Source: an optimization exercise on an open RTL-to-GDS flow (aim: small area). Production flows keep margins and buffers that such runs may drop.
The RTL was checked by simulation tests, not by an equivalence proof against the original design.

==> flow/design.v <==
module fredivider1(clk,rst,CLK);
input clk;
input rst;
output CLK;
integer a;
assign CLK=(a==125);
always@(posedge clk)
begin
	if(rst)
		a<=0;
	else if(a==249)
		a<=1;
	else
		a<=a+1;
end
endmodule
module fredivider2(clk,rst,CLK);
input clk;
input rst;
output CLK;
integer a;
assign CLK=(a==51);
always@(posedge clk)
begin
	if(rst)
		a<=0;
	else if(a==99)
		a<=1;
	else
		a<=a+1;
end
endmodule
module sweepkeyboard
(
	input	clk,rst,en,A,
	output reg[3:0] out
);
	reg		[1:0]state;
	parameter S0 = 0, S1 = 1, S2 = 2, S3 = 3;
	always @ (posedge clk ) 
	begin
		if (rst)
			state <= S0;
		else if (en)
			case (state)
				S0:
						state <=A?S0:S1;
				S1:
						state <=A?S1:S2;
				S2:
						state <=A?S2:S3;
				S3:
						state <=A?S3:S0;
			endcase
	end
	always @ (*)
	begin
			case (state)
				S0:
						out = 4'b1000;
				S1:
						out = 4'b0100;
				S2:
						out = 4'b0010;
				S3:
						out = 4'b0001;
			endcase
	end
endmodule
module acceptsignal(clk,rst,en,In,A,B);
input clk;
input rst;
input en;
input[3:0] In;
output reg A;
output B;
assign B=|In;
integer a;
reg b;
always@(posedge clk)
begin
if(rst)
begin
A<=0;
a=0;
end
else if(en)
begin
b=|In;
if(b!=0)
begin
a=a+1;
if (a<=1)
A<=0;
else
A<=1;
end
else
begin
A<=0;
a=0;
end
end
end
endmodule
module judgewhichkey(clk,rst,CLK,keyCols,keyRows,Key);
	input clk;
	input rst;
	input CLK;
	output[3:0] keyCols;
	input[3:0] keyRows;
	output reg[4:0] Key;
wire A;
wire B;
wire[0:7] X;
wire[3:0] keycols;
sweepkeyboard skb(clk,rst,CLK,B,keycols);
assign keyCols=keycols;
acceptsignal asg(clk,rst,CLK,keyRows,A,B);
 assign X[0:3]=keycols;
 assign X[4:7]=keyRows;
always@(*)
	begin
		if(A==1)
			begin
				case(X)
					8'b1000_1000:
					begin
						 Key=5'H1;
					end
					8'b0100_1000:
					begin
						 Key=5'H2;
					end
					8'b0010_1000:
					begin
						 Key=5'H3;
					end
					8'b1000_0100:
					begin
						 Key=5'H4;
					end
					8'b0100_0100:
					begin
						 Key=5'H5;
					end
					8'b0010_0100:
					begin
						 Key=5'H6;
					end
					8'b1000_0010:
					begin
						 Key=5'H7;
					end
					8'b0100_0010:
					begin
						 Key=5'H8;
					end
					8'b0010_0010:
					begin
						 Key=5'H9;
					end
					8'b1000_0001:
					begin
						 Key=5'H0;
					end 
					8'b0100_0001:
					begin
						 Key=5'b11100;
					end
					8'b0010_0001:
					begin
						 Key=5'b11110;
					end
					8'b0001_0001:
					begin
						 Key=5'b11000;
					end
					default:
					begin
						 Key=5'b11111;
					end
				endcase			
			end
		else 
			 Key=5'b11111;		
	end
endmodule
module mul2(in,out);
input[7:0] in;
output[7:0] out;
wire m;
assign m=&in;
wire step;
assign step=in[3]|(in[2]&(in[1]|in[0]));
assign out[7]=m;
assign out[6]=in[5]|m;
assign out[5]=in[4]|m;
assign out[4]=step|m;
assign out[3]=(in[3]&in[0])|(in[2]&(~in[1])&(~in[0]))|m;
assign out[2]=((~in[3])&(~in[2])&in[1])|((~in[3])&in[2]&in[1]&in[0])|(in[3]&(~(in[2]|in[1]|in[0])))|m;
assign out[1]=((~in[3])&(~in[2])&in[0])|((~in[3])&in[2]&in[1]&(~in[0]))|(in[3]&(~(in[2]|in[1]|in[0])))|m;
assign out[0]=m;
endmodule
module minus1
(
	input[7:0] in,
	output[7:0] out
);
wire zero;
assign zero=in[3]|in[2]|in[1]|in[0];
assign out[0]=~in[0];
assign out[1]=(~(in[0]^in[1]))&zero;
assign out[2]=((~in[3])&in[2]&(~in[1])&in[0])|((~in[3])&in[2]&in[1]&(~in[0]))|((~in[3])&in[2]&in[1]&in[0])|(in[3]&(~in[2])&(~in[1])&(~in[0]));
assign out[3]=(in[3]&(~in[2])&(~in[1])&in[0])|(~zero);
assign out[4]=in[6]|(in[5]&in[4]&zero)|(in[5]&(~in[4])&(~zero))|((~in[5])&in[4]&zero);
assign out[5]=in[6]|(in[5]&in[4])|(in[5]&(~in[4])&zero);
assign out[6]=0;
assign out[7]=0;
endmodule
module Move
(
	input	clk,
	input	rst,
	input	en,
	input[4:0] in,
	output reg[15:0] out
);
	wire In;
	wire Reset;
	wire Start;
	wire timing;
	wire zero;
	assign In=~(&in);
	assign Reset=in[4]&in[3]&in[2]&in[1]&(~in[0]);
	assign Start=in[4]&in[3]&in[2]&(~in[1])&(~in[0]);
	assign timing=in[4]&in[3]&(~in[2])&(~in[1])&(~in[0]);
	assign zero=|out[15:8];
	wire[7:0] buffer1;
	wire[7:0] temp1;
	assign temp1[3:0]=in[3:0];
	assign temp1[7:4]=out[3:0];
	mul2 MUL2(temp1,buffer1);
	wire[7:0] buffer2;
	minus1 MINUS1(out[15:8],buffer2);
	reg taketime;
	reg	[2:0]state;
	parameter S0 = 0, S1 = 1, S2 = 2, S3 = 3,S4 = 4;
	reg[15:0] buffer;
	reg judge;
	integer a;
	integer b;
always @ (posedge clk) 
if (rst)
begin
	state <= S2;
	taketime<=0;
	judge<=1;
	a<=0;
	b<=0;
end
else if (en)
begin
	   if(In==0&&taketime==0&&state[1]==0&&state[0]==0)
			begin
			if (b<500)
				begin
				b<=b+1;
				end
			else
			begin
				b<=0;
				state <= S2;
			end
			judge<=1;
			end
		else if(In==0&&taketime==0&&(~(state[1]==1&&state[0]==0)))
			begin
			b<=0;
			judge<=1;
			end
		else if(In==1&&judge==1&&timing==0&&Start==0&&Reset==0&&taketime==0)
			begin
			b<=0;
			case (state)
				S0:
					begin
						state <= S1;
						judge<=0;
						buffer[3:0]<=in[3:0];
						buffer[7:4]<=out[3:0];
						buffer[15:8]<=buffer1;
					end
				S1:
					begin
						state <= S1;
						judge<=0;
						if (out[3]==1||out[2]==1||out[1]==1)
							begin
							buffer<=16'b0100000000100000;
							state <= S4;
							end
						else
							begin
							buffer[3:0]<=in[3:0];
							buffer[7:4]<=temp1[7:4];
							buffer[15:8]<=buffer1;
							end
					end
				S2:
					begin
						state <= S2;
					end
			endcase
			end
		else if(In==1&&judge==1&&timing==1&&(~(state[1]==1&&state[0]==0)))
			begin
			b<=0;
			taketime<=1;
			state <= S3;
			end
		else if(In==0&&taketime==1)
			begin
			b<=0;
			if (zero==1)
				begin
				if (a<50)
					begin
					a<=a+1;
					end
				else
					begin
					buffer[15:8]<=buffer2;
					a<=0;
					end
				end
			else
				begin
				taketime<=0;
				state <= S0;
				end
			end
		else if(In==1&&judge==1&&Start==1&&taketime==0)
			begin
			b<=0;
			buffer<=0;
			state <= S0;
			end
		else if(In==1&&judge==1&&Reset==1&&taketime==0&&(~(state[1]==1&&state[0]==0)))
			begin
			b<=0;
			buffer<=0;
			state <= S0;
			end
		else if(In==1&&judge==0)
			begin
			b<=0;
			a<=0;
			case (state)
				S0:
					begin
						state <= S0;
					end
				S1:
					begin
						state <= S1;
					end
				S2:
					begin
						state <= S2;
					end
				S3:
					begin
						state <= S3;
					end
				S4:
					begin
						state <= S4;
					end
			endcase
			end
end
always@(*)	
begin
	case (state)
		S0:
			begin
				out=0;
			end				
		S1:
			begin
				out=buffer;
			end
		S2:
			begin
				out=16'b1111111111111111;
			end
		S3:
			begin
				out=buffer;
			end
		S4:
			begin
				out=16'b0100000000100000;
			end
		default:
			begin
				out=16'b1111111111111111;
			end
	endcase
end
endmodule
module twobitcounter(clk,rst,en,out);
input clk;
input rst;
input en;
output reg[1:0] out;
reg	[1:0]state;
parameter S0 = 0, S1 = 1, S2 = 2, S3 = 3;
always@(posedge clk)
	begin
		if(rst)
			state<=S0;
		else if(en)
		case(state)
			S0: state<=S1;
			S1: state<=S2;
			S2: state<=S3;
			S3: state<=S0;
		endcase
	end
always@(*)
	begin
		case(state)
			S0: out=2'b00;
			S1: out=2'b01;
			S2: out=2'b10;
			S3: out=2'b11;
		endcase
	end
endmodule
module Mux4bit41(D0,D1,D2,D3,sel,Y);
input[3:0] D0;
input[3:0] D1;
input[3:0] D2;
input[3:0] D3;
input[1:0] sel;
output reg[3:0] Y;
always@(sel or D0 or D1 or D2 or D3)
	begin
		case(sel)
			2'b00:  Y=D0;
			2'b01:  Y=D1;
			2'b10:  Y=D2;
			2'b11:  Y=D3;
		endcase
	end
endmodule
module displaydecoder(data,display8);
input[3:0] data;
output reg[7:0] display8;
always@(*)
	begin
		case(data)
		4'H0: display8=8'b11000000;
		4'H1: display8=8'b11111001;
		4'H2: display8=8'b10100100;
		4'H3: display8=8'b10110000;
		4'H4: display8=8'b10011001;
		4'H5: display8=8'b10010010;
		4'H6: display8=8'b10000010;
		4'H7: display8=8'b11111000;
		4'H8: display8=8'b10000000;
		4'H9: display8=8'b10011000;
		default: display8=8'b11111111;
		endcase
	end
endmodule
module twofourdecoder(in,out);
input[1:0] in;
output[3:0] out;
		assign out[0]=(!in[1])&(!in[0]);
		assign out[1]=(!in[1])&(in[0]);
		assign out[2]=(in[1])&(!in[0]);
		assign out[3]=(in[1])&(in[0]);
endmodule
module sweepdisplay(clk,rst,CLK,displaydata,display8,choosebit);
input clk;
input rst;
input CLK;
input[15:0] displaydata;
output[7:0] display8;
output[3:0] choosebit;
wire[1:0] sel;
wire[3:0] out1;
wire[3:0] out2;
wire[3:0] out3;
wire[3:0] out4;
wire[3:0] chosennum;
assign out4=displaydata[11:8];
assign out3=displaydata[15:12];
assign out2=displaydata[3:0];
assign out1=displaydata[7:4];
twobitcounter tbc(clk,rst,CLK,sel);
Mux4bit41 mux4b41(out1,out2,out3,out4,sel,chosennum);
displaydecoder dspd(chosennum,display8);
twofourdecoder tfd(sel,choosebit);
endmodule
module Final(CLK,rst,keyRows,keyCols,display8,bitchoose);
input CLK;
input rst;
input[3:0] keyRows;
output[3:0] keyCols;
output[7:0] display8;
output[3:0] bitchoose;
wire[15:0] out;
wire[4:0] Key;
wire CLK1;
wire CLK2;
fredivider1 fred1(CLK,rst,CLK1);
fredivider2 fred2(CLK,rst,CLK2);
judgewhichkey jwk(CLK,rst,CLK1,keyCols,keyRows,Key);
Move mb(CLK,rst,CLK1,Key,out);
sweepdisplay sd(CLK,rst,CLK2,out,display8,bitchoose);
endmodule
==> flow/run.sh <==
#!/bin/bash
# synth_recipe.tcl (not shown) runs the flow's synth.tcl, then flattens the netlist and writes it again
# the make line also repeats each setting of config.mk as NAME=value (left out here)
make -C /OpenROAD-flow-scripts/flow DESIGN_CONFIG=/design/flow/config.mk WORK_HOME=/design/flow/orfs CLKGATE_MAP_FILE= SYNTH_SCRIPT=/design/flow/synth_recipe.tcl finish
==> flow/config.mk <==
export PLATFORM = sky130hd
export DESIGN_NAME = Final
export DESIGN_NICKNAME = Final
export VERILOG_FILES = /design/flow/design.v
export SDC_FILE = /design/flow/constraint.sdc
export NUM_CORES = 4
export LEC_CHECK = 0
export CAP_MARGIN = 20
export CORE_MARGIN = 2
export CORE_UTILIZATION = 40
export SLEW_MARGIN = 20
==> flow/constraint.sdc <==
create_clock -name core_clock -period 10.0 [get_ports {CLK}]
set_input_delay 2.0000 -clock core_clock [delete_from_list [all_inputs] [get_ports {CLK}]]
set_output_delay 2.0000 -clock core_clock [all_outputs]
set_load 0.01 [all_outputs]
==> reports/qor.yml <==
ios: 22
p_leak_uw: 0.00359
post_synth.cell_area_avg_um2: 7.79
cts_root_buf: "clkbuf_16"
use_met3_pct: 3.56
synth_edf_count: 16
grt_use_met1_pct: 25.5
via_per_inst: 5.69
crit_arrival_ps: 3710
antenna_found_initial: 0
fin_crit_sh_pct: 57.1
synthCells: 1361
drc: 0
grt_max_degree: 57
hpwl_mm: 16.6
clock_latency_ps: 440
setup_viol_count_final: 0
wl_mm: 25.1
yosys_warnings: 9
synth_area_um2: 10600
fin_area_um2: 11600
gp_congestion: 0.862
yosysTopAreaCellShare_pct: 32.1
first_pass_iters: 6
p_total_uw: 1450
path_class: "reg2out"
outcome: "finished clean"
start_util_pct: 40.7
place.port_buffers: 20
clk_transition_reported_paths_ps: 70
fin_skew_ps: 18.7
final_hold_viol_count: 0
numCtsBuffers: 17
ctsResizeCount: 0
cp_max_fo: 23
grt_overflow_total: 0
regArea_um2: 3880
drv_cap: 0
nFillCells: 2601
fin_worst_hold_slack_ps: 466
drive_above_1_share_pct: 5.71
n_antenna_cell: 0
dpl_cell_area_um2: 11000
busiest_layer: "met2"
ys_seq_area_share_pct: 36.6
clockBufferDepth: 2
cts.sinks: 186
cts_tree: "built"
syn_nets: 1384
grtUsageMet2_pct: 28.4
crit_path_end_kind: "output pin"
num_rows: 59
die_w_um: 167
design.core.area_um2: 26100
ant_nets: 0
synthDominantAreaCellType: "dfxtp_1"
ys_types: 83
max_freq_mhz: 175
die_area_um2: 27800
relSlewSlack_pct: 33.6
synth-seq-cells: 186
holdBufCountCts: 0
finalMaxSlewViolations: 0
grt_usage_pct: 17.9
cts_setup_buffers: 0
h-tree-depth: 4
irDropWorstVdd_mv: 0.115
cp_data_required_time_ps: 8000
async_reset_ff_share_pct: 0
layout_min_cycle_time_ps: 5710
synthTopCellsByArea: "dfxtp_1 32%, nor2_1 6.6%, a21oi_1 5.5%, edfxtp_1 4.5%, o21ai_0 4.3%"
power_density_nw_per_um2: 125
min_path_type: "reg2reg"
multi_input_area_um2: 6340
fin_nets: 1359
setup_tns_ps: 0
drt-initial-drc-count: 783
synth_ff_type: "dfxtp_1"
crit_path_start_kind: "register"
syn_to_final_growth_pct: 9.19
grt_pass1_wl_mm: 42.5
wire_per_inst_um: 14.9
vias: 9582
die-height_um: 167
rsz0062_at_grt: "no"
worst_pin_slew_ps: 997
grt_pass1_vias: 8704
-- path summary, 6_finish.rpt --
| path | startpoint | endpoint | slack, ps | cells past startpoint |
|---|---|---|---|---|
| setup reg to reg | mb.state[2]$_SDFFE_PP0P_ | mb.a[4]$_SDFFE_PP0P_ | 6390 | 8 |
| setup / recovery | mb.state[2]$_SDFFE_PP0P_ | display8[3] | 4290 | 9 |
| hold reg to reg | fred2.a[0]$_SDFF_PP0_ | fred2.a[0]$_SDFF_PP0_ | 470 | 1 |
| hold / removal | fred2.a[0]$_SDFF_PP0_ | fred2.a[0]$_SDFF_PP0_ | 470 | 1 |
-- metal layers --
layer  wire length [um]  share of wire [%]  up-vias
met4                212               0.84        0
li1                   -                  -     4871
met1              12900                 51     4501
met5                  0                  0        -
met3                958                3.8       16
met2              11000                 44      194
-- Yosys cell counts, drive strengths merged (16+ instances only) --
master / n
a31oi: 25
or3: 37
a21oi: 117
clkbuf: 58
xnor2: 46
and2: 20
dfxtp: 170
nand3: 74
nor2: 186
xor2: 47
nand4: 41
o21ai: 92
nand2: 119
edfxtp: 16
nor4: 39
nor3: 48
inv: 28
ha: 17
-- per-stage QoR --
stage	std cells	worst slack (ps)	utilization, %
after floorplan	1361	5290	-
after global placement	1652	3980	42.2
after detailed placement	1652	3750	42.2
after CTS	1684	4200	44.4
after global routing	1684	3930	44.4
final	1684	4290	44.4
-- cell families after synthesis --
kind of cell | share of synthesized area, %
adder cells (fa/ha/maj) | 2.01
AO/OA/AOI/OAI | 16.7
AND/OR/NAND/NOR | 32.3
multiplexers | 0.861
flip-flops | 36.6
XOR/XNOR | 7.68
buffers and inverters | 3.75
other | 0.0708
-- layout make-up --
class | count | area share, %
Tap cell | 335 | 3.62
Timing Repair Buffer | 28 | 2.20
Clock buffer | 20 | 4.03
Sequential cell | 186 | 33.5
Multi-Input combinational cell | 1075 | 54.8
Clock inverter | 12 | 0.897
Inverter | 28 | 0.908
-- cell usage in the layout (no fill, tap or decap), types with 28 or more instances in the layout --
cell	n
nor2_1	186
dfxtp_1	170
nand2_1	119
a21oi_1	116
o21ai_0	91
nand3_1	74
xor2_1	47
nor3_1	46
xnor2_1	46
nand4_1	41
or3_1	37
nor4_1	37
inv_1	28
-- sequential cells by signal, summed over array words and instances, names as in the netlist, 2 cells and up --
signal / cells
mb.state: 3
sd.tbc.state: 2
mb.b: 32
jwk.skb.state: 2
jwk.asg.a: 32
fred1.a: 32
mb.buffer: 16
mb.a: 32
fred2.a: 32
-- report_power, final --
group | internal [uW] | switching (uW)
clock | 347 | 315
sequential | 751 | 1.84
combinational | 9.06 | 23.8
total | 1110 | 341
-- critical path: stages (launching register included) --
cell,delay (ps)
dfxtp_1,500
nand2b_1,590
o21ai_0,340
a31oi_1,110
o22ai_1,490
inv_1,130
ha_1,340
mux2i_1,80
a21oi_1,170
clkdlybuf4s50_1,540

==> port drivers added, routing unchanged <==
Ports are ideal in the flow. The routed layout listed here was re-timed in OpenROAD.
Step 1 (the two cells are an assumption about what drives the block):
set clk [get_ports {CLK}]
set_driving_cell -lib_cell sky130_fd_sc_hd__clkbuf_16 $clk
set_driving_cell -lib_cell sky130_fd_sc_hd__buf_2 [delete_from_list [all_inputs] $clk]
Step 2 also shifts input and output timing later by t, the mid clock arrival at the registers, as if the neighbouring blocks saw the same clock.
Three values: ideal, step 1, step 2; two values: the first two.
t (ns): 0.478
setup WS [ns]: 4.286 / 4.238 / 4.073
slew at the worst register clock pin (ns): 0.08 / 0.08
worst data-port slew with drivers (ns): 0.03
After both steps this run still meets setup and hold. For this run, drivers alone change the setup slack by -0.048 ns; drivers and shift together by -0.213 ns.
